This design comes from an exercise in tuning for small area on the open sky130 flow, not from production work. At most, simulation tests tie the RTL to the original design; equivalence was not proved. The RTL of run 2 was laid out without a check of its function. Power figures rest on the tool's default switching activity, not on a simulated workload.

[config.mk]
export PLATFORM = sky130hd
export DESIGN_NAME = mips
export DESIGN_NICKNAME = mips
export VERILOG_FILES = /design/flow/design.v
export SDC_FILE = /design/flow/constraint.sdc
export NUM_CORES = 4
export LEC_CHECK = 0
export CAP_MARGIN = 20
export CORE_MARGIN = 2
export CORE_UTILIZATION = 40
export SETUP_SLACK_MARGIN = 0.4
export SLEW_MARGIN = 20
[run.sh]
#!/bin/bash
# synth_recipe.tcl (not shown) runs the flow's synth.tcl, then flattens the netlist and writes it again
# the make line also repeats each setting of config.mk as NAME=value (left out here)
make -C /OpenROAD-flow-scripts/flow DESIGN_CONFIG=/design/flow/config.mk WORK_HOME=/design/flow/orfs CLKGATE_MAP_FILE= SYNTH_SCRIPT=/design/flow/synth_recipe.tcl finish
[design.v]
module mips_control(clk, reset, instr, dmem_rdata, PC_val, WD_val, dmem_addr, dmem_wdata, dmem_we, dmem_re);
input clk;
input reset;
input [31:0] instr;
input [31:0] dmem_rdata;
output [31:0] PC_val;
output [31:0] WD_val;
output [31:0] dmem_addr;
output [31:0] dmem_wdata;
output dmem_we;
output dmem_re;
wire [31:0] PC, readData1, readData2, alu_data2, alu_result, readData, instr_imm, writeData, newpc;
wire regWrite, zero, regDst, aluSrc, branch, memWrite, memRead, jump;
wire [1:0] aluop;
wire [3:0] alucontrol;
wire [4:0] writeReg;
assign PC_val = PC;
assign WD_val = writeData;
assign dmem_addr = alu_result;
assign dmem_wdata = readData2;
assign dmem_we = memWrite;
assign dmem_re = memRead;
assign readData = (memRead == 1'b1) ? dmem_rdata : 32'b0;
registers		rm(reset, clk, regWrite, instr[25:21], instr[20:16], writeReg, writeData, readData1, readData2);
alu_control		ac(instr[5:0], aluop, alucontrol);
alu_mips		am(readData1, alu_data2, instr[10:6], alucontrol, alu_result, zero);
main_control	ct(instr[31:26], regWrite, regDst, aluSrc, branch, memWrite, memRead, jump, aluop);
sign_ex			se(instr[15:0], instr_imm);
pc_adder		pa(PC, instr[25:0], instr_imm, branch, zero, jump, newpc);
pc				pu(reset, clk, newpc, PC);
mux_5b			m1(instr[20:16],instr[15:11],regDst, writeReg);
mux_32b			m2(readData2, instr_imm, aluSrc, alu_data2);
mux_32b			m3(alu_result, readData, memRead, writeData);
endmodule
module alu_control(func, aluop, alucontrol);
input [5:0] func;
input [1:0] aluop;
output reg [3:0] alucontrol;
always @(aluop, func)
begin
	case(aluop)
		2'b00: alucontrol <= 4'b0010;   
		2'b01: alucontrol <= 4'b0110;   
		2'b11: alucontrol <= 4'b0001;	 
		2'b10: case(func)           
			6'b100000: alucontrol <= 4'b0010;  
			6'b100010: alucontrol <= 4'b0110;  
			6'b100100: alucontrol <= 4'b0000;  
			6'b100101: alucontrol <= 4'b0001;  
			6'b000000: alucontrol <= 4'b1010;  
			default:   alucontrol <= 4'bxxxx;  
		endcase
	endcase
end
endmodule
module alu_mips(a, b, shamt, control, outalu, zero);
input [31:0] a, b;
input [4:0] shamt;
input [3:0]	control;
output reg [31:0] outalu;
output zero;
assign zero = (outalu==0?1:0);
always@(*)
begin
	case(control)
		4'b0010: outalu = a + b;
		4'b0110: outalu = a - b;
		4'b0000: outalu = a & b;
		4'b0001: outalu = a | b;
		4'b1001: outalu = a ^ b;
		4'b1010: outalu = b << shamt;
		4'b1100: outalu = b >> shamt;
		default : outalu = 0;
	endcase
end
endmodule
module main_control(op, regwrite, regdst, alusrc, branch, memWrite, memRead, jump, aluop);
input [5:0] op;
output regwrite, regdst, alusrc, branch, memWrite, memRead, jump;
output [1:0] aluop;
reg [8:0] controls;
assign {regwrite, regdst, alusrc, branch, memWrite, memRead, jump, aluop} = controls;
always@(*)
begin
	case(op)
		6'b000000 : controls = 9'b110000010;	 
		6'b100011 : controls = 9'b101001000;	 
		6'b101011 : controls = 9'b001010000;	 
		6'b000100 : controls = 9'b000100001;	 
		6'b001000 : controls = 9'b101000000;	 
		6'b001101 : controls = 9'b101000011;	 
		6'b000010 : controls = 9'b0xx0001xx;	 
		default : controls = 9'bxxxxxxxxx;		 
	endcase
end
endmodule
module mux_5b(zero, one, S, out);
input [4:0] zero;
input [4:0] one;
input S;
output reg [4:0] out;
always@(*)
begin
	if(S) out = one;
	else out = zero;
end
endmodule
module mux_32b(zero, one, S, out);
input [31:0] zero;
input [31:0] one;
input S;
output reg [31:0] out;
always@(*)
begin
	if(S) out <= one;
	else out <= zero;
end
endmodule
module pc(rst, clk, newpc, pc);
input rst, clk;
input [31:0] newpc;
output reg [31:0] pc;
always@(negedge rst or posedge clk)
begin
	if(!rst)
		pc <= 0;
	else
		pc <= newpc;
end
endmodule
module pc_adder(pc, instr, instr_address, branch, zero, jump, newpc);
input [31:0] pc;
input [25:0] instr;
input [31:0] instr_address;
input branch, zero, jump;
output [31:0] newpc;
wire [31:0] jump_address;
wire [3:0] dump;
wire [31:0] pc4;
wire [31:0] instr_address4;
wire [31:0] a3;
wire [31:0] m1;
wire bnz;
assign pc4 = pc + 4;
assign jump_address[31:28] = pc4[31:28];
assign a3 = pc4 + instr_address4;
assign bnz = branch & zero;
shift_left_two	sl2_1(instr, jump_address[27:0]);
shift_left_two	sl2_2(instr_address, instr_address4);
mux_32b			mx1(pc4,a3,bnz, m1);
mux_32b			mx2(m1, jump_address, jump, newpc);
endmodule
module registers(rst, clk, regWrite, readReg1, readReg2, writeReg, writeData, readData1, readData2);
	input rst, clk;
	input regWrite;
	input  [4:0]  readReg1, readReg2, writeReg;
	input  [31:0] writeData; 
	output [31:0] readData1, readData2;
	wire [31:0] reg_mem[31:0];
	assign readData1 = (readReg1 != 0) ? reg_mem[readReg1] : 0;
	assign readData2 = (readReg2 != 0) ? reg_mem[readReg2] : 0;
	assign reg_mem[0] = 0;
	genvar gi;
	generate
	for (gi = 1; gi < 32; gi = gi + 1) begin : regs
		reg [31:0] r;
		assign reg_mem[gi] = r;
		always@(negedge rst, posedge clk)
		begin
		if(!rst)
			r <= 0;
		else if (regWrite)if(writeReg == gi)
			r <= writeData;
		end
	end
	endgenerate
endmodule
module shift_left_two(a, b);
	input  [31:0] a;
	output [31:0] b;
	assign b = {a[29:0], 2'b00};
endmodule
module sign_ex(in, out);
input [15:0] in;
output [31:0] out;
assign out = {{16{in[15]}} , in};
endmodule
module mips(clk, reset, instr, dmem_rdata, PC_val, WD_val, dmem_addr, dmem_wdata, dmem_we, dmem_re);
input clk;
input reset;
input [31:0] instr;
input [31:0] dmem_rdata;
output [31:0] PC_val;
output [31:0] WD_val;
output [31:0] dmem_addr;
output [31:0] dmem_wdata;
output dmem_we;
output dmem_re;
mips_control mc(clk, reset, instr, dmem_rdata, PC_val, WD_val, dmem_addr, dmem_wdata, dmem_we, dmem_re);
endmodule
[constraint.sdc]
create_clock -name core_clock -period 12.0 [get_ports {clk}]
set_input_delay 2.4000 -clock core_clock [delete_from_list [all_inputs] [get_ports {clk}]]
set_output_delay 2.4000 -clock core_clock [all_outputs]
set_load 0.01 [all_outputs]
==> key figures, run 1 <==
STA
  – Max Fclk: around 0.086 GHz
  – Final setup violation count: 0
  – Total negative setup slack: 0 ns
  – Hold Vio Cnt, Final: 0
  – Unrepaired setup endpoints after global routing: yes
  – Final Cycle Share: 96.6%
  – Worst Setup Slack, final: 0.408 ns
  – Clk_skew: 0.0888 ns
  – Max-Slew Margin vs Limit: 2.30%
  – Tightest Pin Transition: between 1 and 1.5 ns
  – Slew Limit Fails: 0
  – Minimum clock period: roughly 12 ns

Min path
  – Worst Hold Class: reg -> reg

Synthesis
  – Asr flop ratio synth: 100%
  – Synth Register Bits: ~1000
  – Yosys cell types: 97
  – Mapped Cells: ~6700
  – Mean Syn Cell Area: between 8 and 9 sq um
  – Synth warn: 9
  – Post-synth EDFFs: 0
  – Post-Syn Area: ~59000 sq um
  – Top FF cell, synth: dfrtp_1
  – Sequential share of the synthesized area: roughly 43%

Clock tree
  – CTS tree: yes
  – TritonCTS buffer count: 110
  – H-tree levels: 3
  – Root buffer cell: clkbuf_16
  – Cts hold-fix bufs: 0
  – Clock buffer depth: 3
  – Clk Latency, worst-skew pair: 0.80 ns
  – Sink Count: 1022
  – Register clock-pin slew on the reported worst setup and hold paths: 0.06 ns

Placed design
  – Place WS: -0.667 ns
  – Gpl congestion: 1.07
  – Post-DP Area: 68600 sq um
  – DP HPWL: about 240000 um
  – PortBufs: 193

Routing
  – Wirelength per Cell: between 30 and 40 um
  – Vias: 63800
  – Antenna-violating nets left: 0
  – Final wirelength: 353000 um
  – DR vias/cell: about 6.9
  – Drt first-iter violations: between 10000 and 15000
  – Drt pass-1 iters: 12
  – Final routed DRC violation total: 0

Worst setup path
  – Max incr delay on CP: between 0.3 and 0.4 ns
  – Critical path arrival: 9.19 ns
  – Reg2reg path depth: 34
  – RR Startpoint: mc.rm.regs[8].r[8]
  – Cell mode on critical path: buf_4
  – Startpoint types: input pin
  – Biggest fanout along the worst timing path: 16
  – Flop-to-flop setup slack: 4.55 ns
  – Worst Path Required: 9.60 ns
  – CP Launch Point: instr[17]
  – Slowest-stage cell, CP: nand4_1
  – Crit path to: WD_val[29]
  – Crit end category: primary output
  – Reg2reg end: mc.pu.pc[3]
  – CP Class: in -> out

Final layout
  – Fillcell total: around 14000
  – Layout Area Growth over Synthesis: 25.1%
  – Layout cell share with drive strength beyond 1: 19.6%
  – Design area: 73600 sq um
  – Most frequent cells in the layout: nand2_1, dfrtp_1, o21ai_0
  – Commonest non-fill, non-tap cell in the layout: nand2_1
  – Final net count: between 7000 and 8000

Floorplan
  – Core region area: approximately 150000 sq um
  – DIE HEIGHT: between 300 and 400 um
  – Die Footprint: 150000 sq um
  – # rows: between 100 and 150
  – Initial Utilization: 40.3%
  – Die width: 388 um
  – I/O pin cnt: about 200

Job
  – Max-cap violations: 0

Global routing
  – Pin count of the biggest net entering global routing: 165
  – First-pass GRT wire length: 483000 um
  – Vias in the first global route: approximately 60000
  – Gr usage total: 45.6%
  – Total grt overflow: 0
  – Initial antenna violation count: 25

Pwr
  – Pwr Density: 276 nW/um^2
  – IR drop worst, VDD: 0.000284 V
  – Power, Total: 20.3 mW
  – Static leakage: 35.1 nW

Status
  – Status: finished clean
==> worst min-delay path by stage <==
| stage | from | end | slack [ns] | cells past startpoint |
|---|---|---|---|---|
| 2_1_floorplan | mc.rm.regs[10].r[7] | mc.rm.regs[10].r[7] | 0.46 | 2 |
| 3_3_place_gp | mc.rm.regs[24].r[11] | mc.rm.regs[24].r[11] | 0.48 | 2 |
| 3_5_place_dp | mc.rm.regs[28].r[2] | mc.rm.regs[28].r[2] | 0.49 | 2 |
| 4_1_cts | mc.rm.regs[8].r[4] | mc.rm.regs[8].r[4] | 0.50 | 2 |
| 5_1_grt | mc.rm.regs[25].r[28] | mc.rm.regs[25].r[28] | 0.52 | 2 |
| 6_report | mc.rm.regs[8].r[4] | mc.rm.regs[8].r[4] | 0.50 | 2 |
==> state kept, by name, indices dropped and copies added (netlist names) <==
name / count
mc.rm.regs.r: 992
mc.pu.pc: 30
==> area by class of cell <==
class | instances | area (sq um) | area share, %
Antenna cell | 27 | 67.6 | 0.0918
Inverter | 154 | 578 | 0.785
Timing Repair Buffer | 1026 | 9100 | 12.4
Clock inverter | 49 | 687 | 0.933
Sequential cell | 1022 | 25600 | 34.8
Tap cell | 1917 | 2400 | 3.26
Multi-Input combinational cell | 4922 | 32000 | 43.5
Clock buffer | 149 | 3150 | 4.28
==> worst max-delay path: cells and delay by family <==
family	cells	cell delay, ns
AOI/OAI and AO/OA	10	2.16
buffers and inverters	11	2.10
and+or+nand+nor	11	1.67
muxes	1	0.33
adders and majority gates	1	0.31
xor gates and xnor gates	1	0.13
==> synth_stat cells, types with 81 or more instances <==
cell type	instances	area, sq um
inv_1	151	567
nand4_1	97	607
and3_1	487	3050
nand3_1	168	841
a22oi_1	425	3190
ha_1	126	1580
a21oi_1	98	490
dfrtp_1	1022	25600
o21ai_0	970	4850
a2111oi_0	125	1090
clkbuf_1	574	2150
mux2_2	101	1140
nor2_1	245	920
a221oi_1	119	1040
mux2i_1	81	811
nand2_1	1066	4000
==> power breakdown <==
group          internal, mW  switching (mW)
Combinational          3.89            6.15
Clock                  2.10            1.58
Sequential             4.96            1.65
==> stage by stage <==
stage                     utilization (%)  std cells  hold slack (ns)
after global routing                 50.4       9241            0.520
after floorplan                         -       6717            0.462
after CTS                            49.9       9213            0.503
after global placement               47.0       8996            0.479
final                                50.4       9266            0.504
after detailed placement             47.0       8996            0.489
==> kinds of logic (layout without fill, tap and decap cells) <==
family	after synthesis	in the layout	synth area share, %
and+or+nand+nor	2373	2374	19.6
DFF	1022	1022	43.5
other	1	29	0.00637
muxes	196	196	3.80
adders and majority gates	128	128	2.75
AOI/OAI and AO/OA	2119	2119	23.7
xor gates and xnor gates	103	103	1.53
buffers and inverters	774	1378	5.09
==> metal layers <==
| layer | vias to the layer above | track usage [%] | routed length, um |
|---|---|---|---|
| li1 | 25800 | - | - |
| met1 | 30800 | 55.8 | 128000 |
| met2 | 5423 | 62.9 | 141000 |
| met3 | 1694 | 20.7 | 53100 |
| met4 | 34 | 32.9 | 30900 |
| met5 | - | 0.893 | 533 |
==> what timing repair did <==
item	in CTS	in global routing
cloned	1	0
resized for setup	84	87
setup endpoints to repair	38	34
buffers inserted	18	25
pin swaps	29	47
==> inputs of run 2 (changes only) <==
==> design.v (replaced) <==
module rf_hold(en, en_n, wd, q, d);
input en, en_n, wd, q;
output d;
assign d = (en & wd) | (en_n & q);
endmodule
module rf_aoi3(s0, d0, s1, d1, s2, d2, y);
input s0, d0, s1, d1, s2, d2;
output y;
assign y = ~((s0 & d0) | (s1 & d1) | (s2 & d2));
endmodule
module mips(clk, reset, instr, dmem_rdata, PC_val, WD_val, dmem_addr, dmem_wdata, dmem_we, dmem_re);
input clk;
input reset;
input [31:0] instr;
input [31:0] dmem_rdata;
output [31:0] PC_val;
output [31:0] WD_val;
output [31:0] dmem_addr;
output [31:0] dmem_wdata;
output dmem_we;
output dmem_re;
wire [5:0] op = instr[31:26];
wire [5:0] funct = instr[5:0];
wire [4:0] rs = instr[25:21];
wire [4:0] rt = instr[20:16];
wire immop  = op[5] | op[3];               
wire is_lw  = op[5] & ~op[3];
wire is_sw  = op[5] & op[3];
wire is_beq = ~op[5] & ~op[3] & op[2];
wire is_j   = ~op[5] & op[1];
wire rtype  = ~op[5] & ~op[3] & ~op[2];
wire reg_write = ~(is_sw | is_beq | is_j);
wire [4:0] wa = immop ? rt : rd_f;
wire [4:0] rd_f = instr[15:11];
wire [31:0] simm = {{16{instr[15]}}, instr[15:0]};
wire [31:0] wd;
wire [31:0] wsel = reg_write ? (32'd1 << wa) : 32'd0;
wire [31:0] vld;
wire [31:0] sel1 = (32'd1 << rs) & vld;
wire [31:0] sel2 = (32'd1 << rt) & vld;
wire [31:0] q [0:31];
assign q[0] = 32'd0;
assign vld[0] = 1'b0;
genvar i, j;
generate
for (i = 1; i < 32; i = i + 1) begin : regs
  reg [31:0] r;
  reg v;
  wire [31:0] d;
  wire en = wsel[i];
  wire en_n = ~wsel[i];
  for (j = 0; j < 32; j = j + 1) begin : b
    rf_hold h(.en(en), .en_n(en_n), .wd(wd[j]), .q(r[j]), .d(d[j]));
  end
  always @(posedge clk)
    r <= d;
  always @(posedge clk or negedge reset)
    if (!reset) v <= 1'b0;
    else if (en) v <= 1'b1;
  assign q[i] = r;
  assign vld[i] = v;
end
endgenerate
wire [31:0] rd1, rd2;
generate
for (j = 0; j < 32; j = j + 1) begin : rdb
  wire [10:0] n1, n2;
  for (i = 0; i < 10; i = i + 1) begin : g
    rf_aoi3 a1(.s0(sel1[3*i+1]), .d0(q[3*i+1][j]), .s1(sel1[3*i+2]), .d1(q[3*i+2][j]),
               .s2(sel1[3*i+3]), .d2(q[3*i+3][j]), .y(n1[i]));
    rf_aoi3 a2(.s0(sel2[3*i+1]), .d0(q[3*i+1][j]), .s1(sel2[3*i+2]), .d1(q[3*i+2][j]),
               .s2(sel2[3*i+3]), .d2(q[3*i+3][j]), .y(n2[i]));
  end
  assign n1[10] = ~(sel1[31] & q[31][j]);
  assign n2[10] = ~(sel2[31] & q[31][j]);
  assign rd1[j] = ~&n1;
  assign rd2[j] = ~&n2;
end
endgenerate
reg [29:0] pc;
wire [31:0] a = is_beq ? {2'b00, pc} : rd1;       
wire [31:0] b = (op[5] | op[3] | op[2]) ? simm : rd2;
wire sub = rtype & funct[1];
wire [31:0] sum = a + (b ^ {32{sub}}) + {31'd0, sub | is_beq};
wire [31:0] shl = b << instr[10:6];
wire do_shift = ~immop & ~funct[5];
wire do_logic = (~immop & funct[2]) | (op[3] & op[2]);
wire [31:0] logic_r = (funct[0] | op[3]) ? (a | b) : (a & b);
wire [31:0] res = do_shift ? shl : do_logic ? logic_r : sum;
wire eq = (rd1 == rd2);
assign wd = is_lw ? dmem_rdata : res;
assign WD_val = wd;
assign dmem_addr = res;
assign dmem_wdata = rd2;
assign dmem_we = is_sw;
assign dmem_re = is_lw;
wire [29:0] pc4 = pc + 30'd1;
wire [29:0] npc = is_j ? {pc4[29:26], instr[25:0]} : (is_beq & eq) ? sum[29:0] : pc4;
always @(posedge clk or negedge reset)
  if (!reset) pc <= 30'd0;
  else pc <= npc;
assign PC_val = {pc, 2'b00};
endmodule
--- a/config.mk
+++ b/config.mk
@@ -10,3 +10,4 @@
 export CORE_UTILIZATION = 40
 export SETUP_SLACK_MARGIN = 0.4
 export SLEW_MARGIN = 20
+export SYNTH_HIERARCHICAL = 1
==> key figures, run 2 <==
Status
  – Status: finished clean

Placed design
  – Gpl congestion: 1.04 (-2.7%)
  – PortBufs: 191 (-1.0%)
  – Post-DP Area: 55000 sq um (-20%)
  – DP HPWL: 176000 um (-26%)

Final layout
  – Design area: 59000 sq um (-20%)
  – Fillcell total: 10700 (-22%)
  – Final net count: 5168 (-30%)
  – Largest Register: regs.r
  – Layout cell share with drive strength beyond 1: 16.3% (-3.4 points)
  – Commonest non-fill, non-tap cell in the layout: a22o_1
  – Largest registers: regs.r: 992 flops, regs.v: 31 flops, pc: 30 flops
  – Area of the multi-input gates: 26000 sq um (-19%)
  – Most frequent cells in the layout: a22o_1, dfxtp_1, a222oi_1
  – Layout Area Growth over Synthesis: 23.9%
  – Max reg flops: 992 (unchanged)
  – Storage element area: 21400 sq um (-16%)

Synthesis
  – Post-synthesis mux area share: 2.33% (-1.5 points)
  – Count leader, synth: a22o_1
  – Post-Synth Simple-Gate Area: 9.17% (-10 points)
  – Main combinational cell family by area after synthesis: compound AO/OA/AOI/OAI gates
  – Top FF cell, synth: dfxtp_1
  – Mapped Cells: 4442 (-34%)
  – Post-synth top area share: 41.7% (-1.7 points)
  – Largest cells by area after synthesis: dfxtp_1, a22o_1, a222oi_1
  – Asr flop ratio synth: 5.79% (-94 points)
  – Post-synthesis compound-gate area fraction: 38.5% (+15 points)
  – Post-synth EDFFs: 0 (unchanged)
  – Post-Syn Area: 47600 sq um (-19%)
  – Post-Synth XOR/XNOR Area: 2.13% (+0.60 points)
  – Mean Syn Cell Area: 10.7 sq um (+22%)
  – Synth Area in Adders: 1.38% (-1.4 points)
  – Synth cell count leaders: a22o_1, dfxtp_1, a222oi_1
  – Synth Register Bits: 1053 (+3.0%)
  – Synth area leader: dfxtp_1
  – Sequential share of the synthesized area: 44.9% (+1.5 points)
  – Yosys cell types: 88 (-9.3%)
  – Synth warn: 7 (-2)

STA
  – Clk_skew: 0.0639 ns (-0.0249 ns)
  – Minimum clock period: 11.48 ns (-0.113 ns)
  – Hold Vio Cnt, Final: 0 (unchanged)
  – Min Hold Slack: 0.480 ns (-0.0246 ns)
  – Max Fclk: 0.0871 GHz (+0.98%)
  – Slew Limit Fails: 0 (unchanged)
  – Final setup violation count: 0 (unchanged)
  – Total negative setup slack: 0 ns (unchanged)
  – Final Cycle Share: 95.7% (-0.94 points)
  – Max-Slew Margin vs Limit: 16.5% (+14 points)
  – Tightest Pin Transition: 1.25 ns (-0.212 ns)
  – Unrepaired setup endpoints after global routing: no

Clock tree
  – H-tree levels: 3 (unchanged)
  – TritonCTS buffer count: 110 (unchanged)
  – Sink Count: 1053 (+3.0%)
  – Clock buffer depth: 3 (unchanged)
  – Clk Latency, worst-skew pair: 0.75 ns (-0.05 ns)
  – Register clock-pin slew on the reported worst setup and hold paths: 0.06 ns (about the same)
  – Cts hold-fix bufs: 0 (unchanged)
  – CTS tree: yes
  – Root buffer cell: clkbuf_16

Routing
  – DR vias/cell: 7.62 (+11%)
  – Wirelength per Cell: 39.3 um (+3.3%)
  – Antenna-violating nets left: 0 (unchanged)
  – Final wirelength: 264000 um (-25%)
  – Drt pass-1 iters: 13 (+1)
  – Final routed DRC violation total: 0 (unchanged)
  – Vias: 51100 (-20%)
  – Drt first-iter violations: 12200 (+13%)

Pwr
  – Static leakage: 23.9 nW (-32%)
  – Pwr Density: 211 nW/um^2 (-24%)
  – IR drop worst, VDD: 0.000133 V (-53%)

Worst setup path
  – Critical path arrival: 9.08 ns (-0.11 ns)
  – Crit end category: primary output
  – CP Class: in -> out
  – Worst Path Required: 9.60 ns (about the same)
  – Biggest fanout along the worst timing path: 13 (-3)
  – RR Startpoint: regs[12].v
  – Startpoint types: input pin
  – Reg2reg path depth: 23 (-32%)
  – Flop-to-flop setup slack: 5.33 ns (+0.78 ns)
  – Reg2reg end: regs[4].r[31]

Global routing
  – Gr usage total: 41.4% (-4.2 points)
  – Initial antenna violation count: 9 (-64%)
  – First-pass GRT wire length: 364000 um (-25%)
  – Vias in the first global route: 46900 (-21%)
  – Total grt overflow: 0 (unchanged)
  – Pin count of the biggest net entering global routing: 62 (-62%)

Job
  – Max-cap violations: 0 (unchanged)

Floorplan
  – Die Footprint: 122000 sq um (-19%)
  – DIE HEIGHT: 349 um (-10%)
  – Initial Utilization: 40.3% (about the same)
  – Core region area: 118000 sq um (-19%)
  – Die width: 349 um (-10%)
  – # rows: 126 (-10%)
  – I/O pin cnt: 196 (unchanged)

Min path
  – Hold Path End: regs[25].v
  – Worst hold path startpoint: regs[25].v
  – Hold depth: 1 (-1)
  – Worst Hold Class: reg -> reg
-- run 2: cell types whose count changed after synthesis, sizes merged, moves of 111 or more --
| cell | before | now |
|---|---|---|
| dfxtp | 0 | 992 |
| dfrtp | 1022 | 61 |
| a22o | 69 | 997 |
| nand2 | 1066 | 194 |
| o21ai | 976 | 105 |
| a222oi | 39 | 640 |
| clkbuf | 576 | 76 |
| a22oi | 425 | 12 |
| and3 | 487 | 76 |
| a221oi | 119 | 8 |
-- run 2: logic make-up after synthesis --
group                    count (synthesis)
AND/OR/NAND/NOR                        870
multiplexers                            90
adder cells (fa/ha/maj)                 56
flip-flops                            1053
XOR/XNOR                               116
other                                    1
buffers and inverters                  167
AO/OA/AOI/OAI                         2089
-- run 2: per-layer routing --
layer,global-route usage [%],wire (um)
met3,13.3,38200
met5,0,48
met1,52.6,96600
met2,59.2,107000
met4,28.7,22500
-- run 2: what timing repair did --
item / in CTS / in global routing
pin swaps: 3 / 15
resized for setup: 14 / 31
endpoints found under the setup margin: 15 / 31
endpoints found under the hold margin: 0 / 0
setup buffers: 0 / 2
-- run 2: critical path, stage by stage --
cell	delay [ns]
dlygate4sd2_1	0.36
inv_2	0.20
nor3_1	0.07
buf_4	0.18
and3_1	0.34
buf_12	0.25
buf_4	0.19
a222oi_1	0.27
nand4_1	0.38
nor3_1	0.32
buf_4	0.22
a21boi_0	0.31
xor2_1	0.11
o21ai_1	0.31
ha_1	0.31
buf_4	0.16
and2_1	0.13
a221oi_1	0.37
a21oi_1	0.23
o21ai_0	0.35
a21oi_1	0.19
mux2_2	0.30
o211ai_1	0.31
mux2_2	0.25
clkdlybuf4s50_1	0.54
-- run 2: power by group --
part / total (mW) / switching [mW] / internal (mW)
logic: 3.42 / 1.89 / 1.53
clock network: 3.57 / 1.55 / 2.02
registers: 5.45 / 0.910 / 4.54
-- run 2: worst max-delay path by stage --
stage	slack, ns	cells after the start	start	endpoint
after global routing	0.41	23	instr[22]	WD_val[25]
after CTS	0.41	25	instr[18]	WD_val[29]
after detailed placement	0.09	25	instr[20]	WD_val[25]
final	0.52	25	instr[17]	WD_val[29]
after global placement	0.14	26	instr[18]	WD_val[25]
after floorplan	0.96	22	instr[19]	WD_val[22]
-- run 2: area by class of cell --
type | count | area share [%]
sequential | 1053 | 36.3
timing repair buffer | 626 | 9.64
multi-input combinational | 3223 | 44.1
tap | 1536 | 3.26
inverter | 55 | 0.350
clock buffer | 160 | 5.43
antenna | 16 | 0.0679
clock inverter | 43 | 0.923
-- run 2: per-stage QoR --
stage               setup slack (ns)  power, mW  utilization, %  std cells
floorplan                      0.962       6.97               -       4443
global placement               0.143       8.65            46.6       6491
detailed placement            0.0939       8.71            46.6       6491
CTS                            0.409       12.2            49.8       6694
global route                   0.410       12.8            49.9       6698
finish                         0.521       12.4            49.9       6712
-- run 2: per-module statistics from Yosys (local to each module, per instance) --
module / cell area, sq um / cells inside / flip-flops and latches / copies in the design
mips: 32500 / 2810 / 1053 / 1
rf_aoi3: 10.0 / 1 / 0 / 640
rf_hold: 8.76 / 1 / 0 / 992

## static timing again, ports no longer ideal
The flow's constraints put no driver on any port. The routed layouts listed below were extracted and timed again, unchanged, in two steps. Step 1, drivers: a clkbuf_16 drives clk and a buf_2 each remaining input, both assumed. Step 2 adds t to the input delays and takes it off the output delays; t is the mean of the earliest and latest rising clock arrival at the registers after step 1. Input paths then give back, and output paths get back, about the clock's delay inside the block. a / b / c = ideal / step 1 / step 2; a / b = the first two.
run	t, ns	setup slack, ns	worst setup path at the end	slew at the worst register clock pin (ns)	cell pins on the clock port's net
run 1	0.839	0.408 / 0.381 / 0.381	input to output	0.07 / 0.07	1
run 2	0.792	0.521 / 0.470 / 0.470	input to output	0.07 / 0.07	1
After both steps setup and hold are still met in every run listed. The setup slack of run 2, which loses most, moves by -0.051 ns with the drivers and by -0.051 ns with both steps.
